Background: an optimization exercise with open tools, aiming at a short achievable clock period and few clock cycles. Do not read the settings as production practice. In this exercise RTL edits were held to simulation tests only and were not proved equivalent to the original.

==> 10-15 <==
// y86cpu
module y86cpu(
    input   wire                clk,
    input   wire                rst,
    input   wire[47:0]      rom_data_i,
    input   wire[31:0]         mem_data_i,
    output  wire                mem_read_o,
    output  wire                mem_write_o,
    output  wire[31:0]         mem_addr_o,
    output  wire[31:0]         mem_data_o,
    output  wire[31:0]         rom_addr_o,
    output  wire                halted_o
);
Settings: LEC_CHECK=0, CAP_MARGIN=20, CORE_MARGIN=2, CORE_UTILIZATION=40, SETUP_SLACK_MARGIN=3.5, SLEW_MARGIN=20, SYNTH_HIERARCHICAL=1, SYNTH_MINIMUM_KEEP_SIZE=0, TNS_END_PERCENT=100; clock period 7.0 ns.
run.sh (not shown) runs the stock make flow with config.mk's settings and CLKGATE_MAP_FILE= SYNTH_SCRIPT=/design/flow/synth_recipe.tcl, a recipe that flattens the netlist after the stock synthesis.
==> 02-26: changes against 10-15 <==
--- a/flow/design.v
+++ b/flow/design.v
@@ -100,15 +100,10 @@
     wire [31:0] e_addr  = e_adr33[31:0];
     wire [31:0] e_and = E_aluB & E_aluA;
     wire [31:0] e_xor = E_aluB ^ E_aluA;
     wire [31:0] e_log  = ({32{E_fand}}  & e_and) | ({32{E_fxor}}  & e_xor);
     wire [31:0] e_valE = ({32{E_fsum}}  & e_add) | ({32{E_fdiff}} & e_sub) | e_log;
-    function [31:0] efwd(input sel, input fsum, input fdiff, input [31:0] add,
-                         input [31:0] sub, input [31:0] log, input [31:0] other);
-        efwd = ({32{sel & fsum}} & add) | ({32{sel & fdiff}} & sub) |
-               ({32{sel}} & log) | ({32{~sel}} & other);
-    endfunction
     wire [3:0]  e_dstE = (E_rr & ~e_cnd) ? 4'HF : E_dstE;
     wire [31:0] e_or  = E_aluB | E_aluA;
     wire        z_add = &(~(e_xor ^ {e_or[30:0], 1'b0}));
     wire        z_eq  = ~|e_xor;
     wire        z_and = ~|e_and;
@@ -124,10 +119,12 @@
     assign mem_addr_o  = M_addr;
     assign mem_data_o  = M_valA;
     wire mismatch = Mv & M_isRet & (mem_data_i != M_pred);
     wire cc_sel = Ev & E_setcc;
     wire c_zf = cc_sel ? n_zf : zf;
+    wire ebr;
+    wire [31:0] d_alt = D_ptaken ? N_p5 : D_valC;
     wire c_lt = cc_sel ? n_lt : lt;
     wire [31:0] rvalA = regs[D_srcA[2:0]];
     wire [31:0] rvalB = regs[D_srcB[2:0]];
     wire hitEA  = Ev & ~D_srcA[3] & (D_srcA == e_dstE);
     wire hitMMA = Mv & ~D_srcA[3] & (D_srcA == M_dstM);
@@ -148,17 +145,19 @@
             default:            constA = D_valC;
         endcase
     end
     wire        D_alt   = (D_icode == 4'H7) & ~D_ptaken;
     wire        eA_sel  = hitEA & ~D_pc;
-    wire [31:0] d_valA2 = efwd(eA_sel, E_fsum, E_fdiff, e_add, e_sub, e_log,
-                               D_alt ? D_valC : (D_pc ? N_p5 : oldA));
-    wire [31:0] d_aluA  = efwd(D_useA & hitEA, E_fsum, E_fdiff, e_add, e_sub, e_log,
-                               D_useA ? oldA : constA);
-    wire [31:0] d_aluB  = efwd(~D_noB & hitEB, E_fsum, E_fdiff, e_add, e_sub, e_log,
-                               D_noB ? 32'd0 : oldB);
-    wire [31:0] d_adrB  = efwd(hitEB, E_fsum, E_fdiff, e_add, e_sub, e_log, oldB);
+    wire [31:0] d_valA2, d_aluA, d_aluB, d_adrB;
+    efwd_mux u_fvA(.sel(eA_sel), .fsum(E_fsum), .fdiff(E_fdiff), .add(e_add), .sub(e_sub),
+                   .log(e_log), .other(D_alt ? D_valC : (D_pc ? N_p5 : oldA)), .y(d_valA2));
+    efwd_mux u_faA(.sel(D_useA & hitEA), .fsum(E_fsum), .fdiff(E_fdiff), .add(e_add), .sub(e_sub),
+                   .log(e_log), .other(D_useA ? oldA : constA), .y(d_aluA));
+    efwd_mux u_faB(.sel(~D_noB & hitEB), .fsum(E_fsum), .fdiff(E_fdiff), .add(e_add), .sub(e_sub),
+                   .log(e_log), .other(D_noB ? 32'd0 : oldB), .y(d_aluB));
+    efwd_mux u_fdB(.sel(hitEB), .fsum(E_fsum), .fdiff(E_fdiff), .add(e_add), .sub(e_sub),
+                   .log(e_log), .other(oldB), .y(d_adrB));
     wire D_store  = (D_icode == 4'H4) | (D_icode == 4'HA);
     wire luA      = E_load & (E_dstM == D_srcA) & ~D_srcA[3];
     wire luB      = E_load & (E_dstM == D_srcB) & ~D_srcB[3];
     wire stall    = Dv & Ev & ((luA & ~D_store) | luB);
     wire lateA    = Ev & luA & D_store;
@@ -236,31 +235,32 @@
         end else if (P_call) begin
             ras_v[P_idx] <= 1'b1;
         end
         if (P_call)
             ras[P_idx] <= N_p5;
-        P_call <= ~rst & ~redir & ~brmis & ~stall & (f_icode == 4'H8);
+        P_call <= ~rst & ~redir & ~brmis & ~ebr & ~stall & (f_icode == 4'H8);
         P_idx  <= ras_up;
-        if (rst) begin
-            F_pc    <= 32'd0;
+        if (rst)
+            F_pc <= 32'd0;
+        else if (redir)
+            F_pc <= redir_pc;
+        else if (brmis)
+            F_pc <= E_valA;
+        else if (~stall)
+            F_pc <= ebr ? d_alt : f_seq;
+        if (~stall)
+            N_p5 <= f_pc5;
+        if (rst)
             ras_ptr <= 3'd0;
-        end else begin
-            if (redir)
-                F_pc <= redir_pc;
-            else if (brmis)
-                F_pc <= E_valA;
-            else if (~stall)
-                F_pc <= f_seq;
-        end
-        if (~rst & redir) begin
+        else if (redir)
             ras_ptr <= redir_ptr;
-        end else if (~rst & brmis) begin
+        else if (brmis)
             ras_ptr <= E_ptr;
-        end else if (~rst & ~stall) begin
-            N_p5    <= f_pc5;
+        else if (ebr)
+            ras_ptr <= D_ptr;
+        else if (~stall)
             ras_ptr <= f_ptr;
-        end
     end
     always @(posedge clk) begin
         if (rst) begin
             zf <= 1'b1; lt <= 1'b0;
         end else if (redir) begin
@@ -282,14 +282,15 @@
         end
         redir_ptr <= M_ptr;
         redir_pc  <= mem_data_i;
     end
     always @(posedge clk) begin
-        if (rst | halted | redir | brmis) begin
+        if (rst | halted | redir | brmis | ebr)
             D_valid <= 1'b0;
-        end else if (~stall) begin
+        else if (~stall)
             D_valid <= 1'b1;
+        if (~stall) begin
             D_icode <= f_icode;
             D_ifun  <= f_ifun;
             D_srcA  <= f_srcA;
             D_srcB  <= f_srcB;
             D_dstE  <= f_dstE;
@@ -301,22 +302,25 @@
             D_ptr   <= f_ptr;
         end
     end
     wire d_brq = ~rst & Dv & ~stall & ~brmis & ~(Ev & E_halt) &
                  (D_icode == 4'H7) & D_unres;
-    wire b00 = d_brq & (cond_eval(D_ifun, 1'b0, 1'b0) != D_ptaken);
-    wire b01 = d_brq & (cond_eval(D_ifun, 1'b0, 1'b1) != D_ptaken);
-    wire b10 = d_brq & (cond_eval(D_ifun, 1'b1, 1'b0) != D_ptaken);
-    wire b11 = d_brq & (cond_eval(D_ifun, 1'b1, 1'b1) != D_ptaken);
+    wire d_zj  = (D_ifun == 4'H3) | (D_ifun == 4'H4);
+    wire d_brl = d_brq & ~d_zj;
+    wire b00 = d_brl & (cond_eval(D_ifun, 1'b0, 1'b0) != D_ptaken);
+    wire b01 = d_brl & (cond_eval(D_ifun, 1'b0, 1'b1) != D_ptaken);
+    wire b10 = d_brl & (cond_eval(D_ifun, 1'b1, 1'b0) != D_ptaken);
+    wire b11 = d_brl & (cond_eval(D_ifun, 1'b1, 1'b1) != D_ptaken);
     wire       sgn_eq = E_aluA[31] == E_aluB[31];
     wire       l_ca   = cc_sel & E_fsum  & ~sgn_eq;
     wire       l_cs   = cc_sel & E_fdiff &  sgn_eq;
     wire       l_k    = cc_sel ? ((E_fsum | E_fdiff) ? E_aluB[31] : e_log[31]) : lt;
     wire       br_nx, brn_nx;
     br_dec u_br(.ca(e_add33[32]), .cs(e_sub33[32]), .zn(n_zf), .l_ca(l_ca), .l_cs(l_cs),
                 .l_k(l_k), .z_new(cc_sel), .z_old(zf),
                 .b00(b00), .b01(b01), .b10(b10), .b11(b11), .br(br_nx), .brn(brn_nx));
+    assign ebr = d_brq & d_zj & (((D_ifun == 4'H3) ? c_zf : ~c_zf) != D_ptaken);
     always @(posedge clk) begin
         BR    <= br_nx;
     end
     always @(posedge clk) begin
         E_valid <= ~rst & Dv & ~stall & ~brmis;
@@ -438,5 +442,18 @@
     wire z = z_new ? zn : z_old;
     wire r = z ? (l ? b11 : b10) : (l ? b01 : b00);
     assign br  = r;
     assign brn = ~r;
 endmodule
+module efwd_mux(
+    input   wire            sel,
+    input   wire            fsum,
+    input   wire            fdiff,
+    input   wire [31:0]     add,
+    input   wire [31:0]     sub,
+    input   wire [31:0]     log,
+    input   wire [31:0]     other,
+    output  wire [31:0]     y
+);
+    assign y = ({32{sel & fsum}} & add) | ({32{sel & fdiff}} & sub) |
+               ({32{sel}} & log) | ({32{~sel}} & other);
+endmodule
--- a/flow/config.mk
+++ b/flow/config.mk
@@ -6,10 +6,10 @@
 export NUM_CORES = 4
 export LEC_CHECK = 0
 export CAP_MARGIN = 20
 export CORE_MARGIN = 2
 export CORE_UTILIZATION = 40
-export SETUP_SLACK_MARGIN = 3.5
+export SETUP_SLACK_MARGIN = 4.5
 export SLEW_MARGIN = 20
 export SYNTH_HIERARCHICAL = 1
 export SYNTH_MINIMUM_KEEP_SIZE = 0
 export TNS_END_PERCENT = 100
==> 01-16: changes against 10-15 <==
--- a/flow/design.v
+++ b/flow/design.v
@@ -100,15 +100,10 @@
     wire [31:0] e_addr  = e_adr33[31:0];
     wire [31:0] e_and = E_aluB & E_aluA;
     wire [31:0] e_xor = E_aluB ^ E_aluA;
     wire [31:0] e_log  = ({32{E_fand}}  & e_and) | ({32{E_fxor}}  & e_xor);
     wire [31:0] e_valE = ({32{E_fsum}}  & e_add) | ({32{E_fdiff}} & e_sub) | e_log;
-    function [31:0] efwd(input sel, input fsum, input fdiff, input [31:0] add,
-                         input [31:0] sub, input [31:0] log, input [31:0] other);
-        efwd = ({32{sel & fsum}} & add) | ({32{sel & fdiff}} & sub) |
-               ({32{sel}} & log) | ({32{~sel}} & other);
-    endfunction
     wire [3:0]  e_dstE = (E_rr & ~e_cnd) ? 4'HF : E_dstE;
     wire [31:0] e_or  = E_aluB | E_aluA;
     wire        z_add = &(~(e_xor ^ {e_or[30:0], 1'b0}));
     wire        z_eq  = ~|e_xor;
     wire        z_and = ~|e_and;
@@ -148,17 +143,19 @@
             default:            constA = D_valC;
         endcase
     end
     wire        D_alt   = (D_icode == 4'H7) & ~D_ptaken;
     wire        eA_sel  = hitEA & ~D_pc;
-    wire [31:0] d_valA2 = efwd(eA_sel, E_fsum, E_fdiff, e_add, e_sub, e_log,
-                               D_alt ? D_valC : (D_pc ? N_p5 : oldA));
-    wire [31:0] d_aluA  = efwd(D_useA & hitEA, E_fsum, E_fdiff, e_add, e_sub, e_log,
-                               D_useA ? oldA : constA);
-    wire [31:0] d_aluB  = efwd(~D_noB & hitEB, E_fsum, E_fdiff, e_add, e_sub, e_log,
-                               D_noB ? 32'd0 : oldB);
-    wire [31:0] d_adrB  = efwd(hitEB, E_fsum, E_fdiff, e_add, e_sub, e_log, oldB);
+    wire [31:0] d_valA2, d_aluA, d_aluB, d_adrB;
+    efwd_mux u_fvA(.sel(eA_sel), .fsum(E_fsum), .fdiff(E_fdiff), .add(e_add), .sub(e_sub),
+                   .log(e_log), .other(D_alt ? D_valC : (D_pc ? N_p5 : oldA)), .y(d_valA2));
+    efwd_mux u_faA(.sel(D_useA & hitEA), .fsum(E_fsum), .fdiff(E_fdiff), .add(e_add), .sub(e_sub),
+                   .log(e_log), .other(D_useA ? oldA : constA), .y(d_aluA));
+    efwd_mux u_faB(.sel(~D_noB & hitEB), .fsum(E_fsum), .fdiff(E_fdiff), .add(e_add), .sub(e_sub),
+                   .log(e_log), .other(D_noB ? 32'd0 : oldB), .y(d_aluB));
+    efwd_mux u_fdB(.sel(hitEB), .fsum(E_fsum), .fdiff(E_fdiff), .add(e_add), .sub(e_sub),
+                   .log(e_log), .other(oldB), .y(d_adrB));
     wire D_store  = (D_icode == 4'H4) | (D_icode == 4'HA);
     wire luA      = E_load & (E_dstM == D_srcA) & ~D_srcA[3];
     wire luB      = E_load & (E_dstM == D_srcB) & ~D_srcB[3];
     wire stall    = Dv & Ev & ((luA & ~D_store) | luB);
     wire lateA    = Ev & luA & D_store;
@@ -438,5 +435,18 @@
     wire z = z_new ? zn : z_old;
     wire r = z ? (l ? b11 : b10) : (l ? b01 : b00);
     assign br  = r;
     assign brn = ~r;
 endmodule
+module efwd_mux(
+    input   wire            sel,
+    input   wire            fsum,
+    input   wire            fdiff,
+    input   wire [31:0]     add,
+    input   wire [31:0]     sub,
+    input   wire [31:0]     log,
+    input   wire [31:0]     other,
+    output  wire [31:0]     y
+);
+    assign y = ({32{sel & fsum}} & add) | ({32{sel & fdiff}} & sub) |
+               ({32{sel}} & log) | ({32{~sel}} & other);
+endmodule
--- a/flow/config.mk
+++ b/flow/config.mk
@@ -6,10 +6,10 @@
 export NUM_CORES = 4
 export LEC_CHECK = 0
 export CAP_MARGIN = 20
 export CORE_MARGIN = 2
 export CORE_UTILIZATION = 40
-export SETUP_SLACK_MARGIN = 3.5
+export SETUP_SLACK_MARGIN = 4.2
 export SLEW_MARGIN = 20
 export SYNTH_HIERARCHICAL = 1
 export SYNTH_MINIMUM_KEEP_SIZE = 0
 export TNS_END_PERCENT = 100
==> impl_metrics.env <==
export IMPL_rr_startpoint="E_aluB[2]"
export IMPL_outcome="timing/DRC/antenna clean"
export IMPL_vdd_ir_drop_max_mv=0.235
export IMPL_insertion_delay_ps=810
export IMPL_finalCritPeriodShare=0.459
export IMPL_wire_per_inst_um=36.5
export IMPL_grt_max_degree=81
export IMPL_gp_congestion=0.999
export IMPL_final_cells=8022
export IMPL_clock_area_frac=0.0539
export IMPL_grtUsageMet1=0.490
export IMPL_syn_inst=5389
export IMPL_routed_wl_met2_um=119000
export IMPL_wl_met1_um=110000
That was 02-26.
==> impl_metrics.env <==
export IMPL_grt_max_degree=67
export IMPL_finalCritPeriodShare=0.506
export IMPL_rr_startpoint="zf"
export IMPL_clock_area_frac=0.0642
export IMPL_wl_met1_um=95900
export IMPL_vdd_ir_drop_max_mv=0.228
export IMPL_outcome="timing/DRC/antenna clean"
export IMPL_insertion_delay_ps=810
export IMPL_gp_congestion=1.04
export IMPL_wire_per_inst_um=33.3
export IMPL_syn_inst=4952
export IMPL_cp_data_required_time_ps=7710
export IMPL_clock_path_buffers=3
export IMPL_grtUsageMet1=0.435
export IMPL_routed_wl_met2_um=101000
export IMPL_cts_root_buf="clkbuf_16"
That was 10-15.
==> impl_metrics.env <==
export IMPL_vdd_ir_drop_max_mv=0.201
export IMPL_finalCritPeriodShare=0.443
export IMPL_final_cells=7708
export IMPL_seq_cell_power_w=0.00841
export IMPL_wire_per_inst_um=33.6
export IMPL_grtUsageMet1=0.459
export IMPL_gp_congestion=1.00
export IMPL_grt_max_degree=78
export IMPL_wl_met1_um=102000
export IMPL_r2r_end="E_adrB[24]"
export IMPL_routed_wl_met2_um=107000
export IMPL_insertion_delay_ps=800
export IMPL_rr_startpoint="E_aluB[4]"
export IMPL_syn_inst=5272
export IMPL_outcome="timing/DRC/antenna clean"
export IMPL_ant_nets=0
export IMPL_clock_area_frac=0.0580
That was 01-16.
Testbench counts of 10-15, summed over its fixed seeds: cycles 57,815.
Testbench counts of 02-26, summed over its fixed seeds: cycles 56,966.
Testbench counts of 01-16, summed over its fixed seeds: cycles 57,815.

-- static timing again, ports no longer ideal --
How much do the figures lean on ideal ports? The routed layouts below were timed once more, with nothing changed but the port constraints.
Step 1 assumes that a clkbuf_16 drives the clock port and a buf_2 every other input.
Step 2, shift: input delay + t, output delay - t, t = (earliest + latest rising clock arrival at the registers) / 2. This alone moves slack from input paths to output paths.
Slacks: ideal ports / drivers / drivers and shift; pairs: ideal ports / drivers.
run | t (ns) | slack for setup (ns) | hold WS [ns] | worst slew at a driven data input, ns
10-15 | 0.855 | 3.456 / 3.451 / 2.635 | 0.311 / 0.311 / 0.311 | 0.17
02-26 | 0.878 | 3.784 / 3.784 / 3.155 | 0.324 / 0.324 / 0.324 | 0.26
01-16 | 0.847 | 3.902 / 3.902 / 3.219 | 0.317 / 0.317 / 0.317 | 0.14
After both steps setup and hold are still met in every run listed. For 10-15, which loses most, drivers alone change the setup slack by -0.005 ns; drivers and shift together by -0.821 ns.
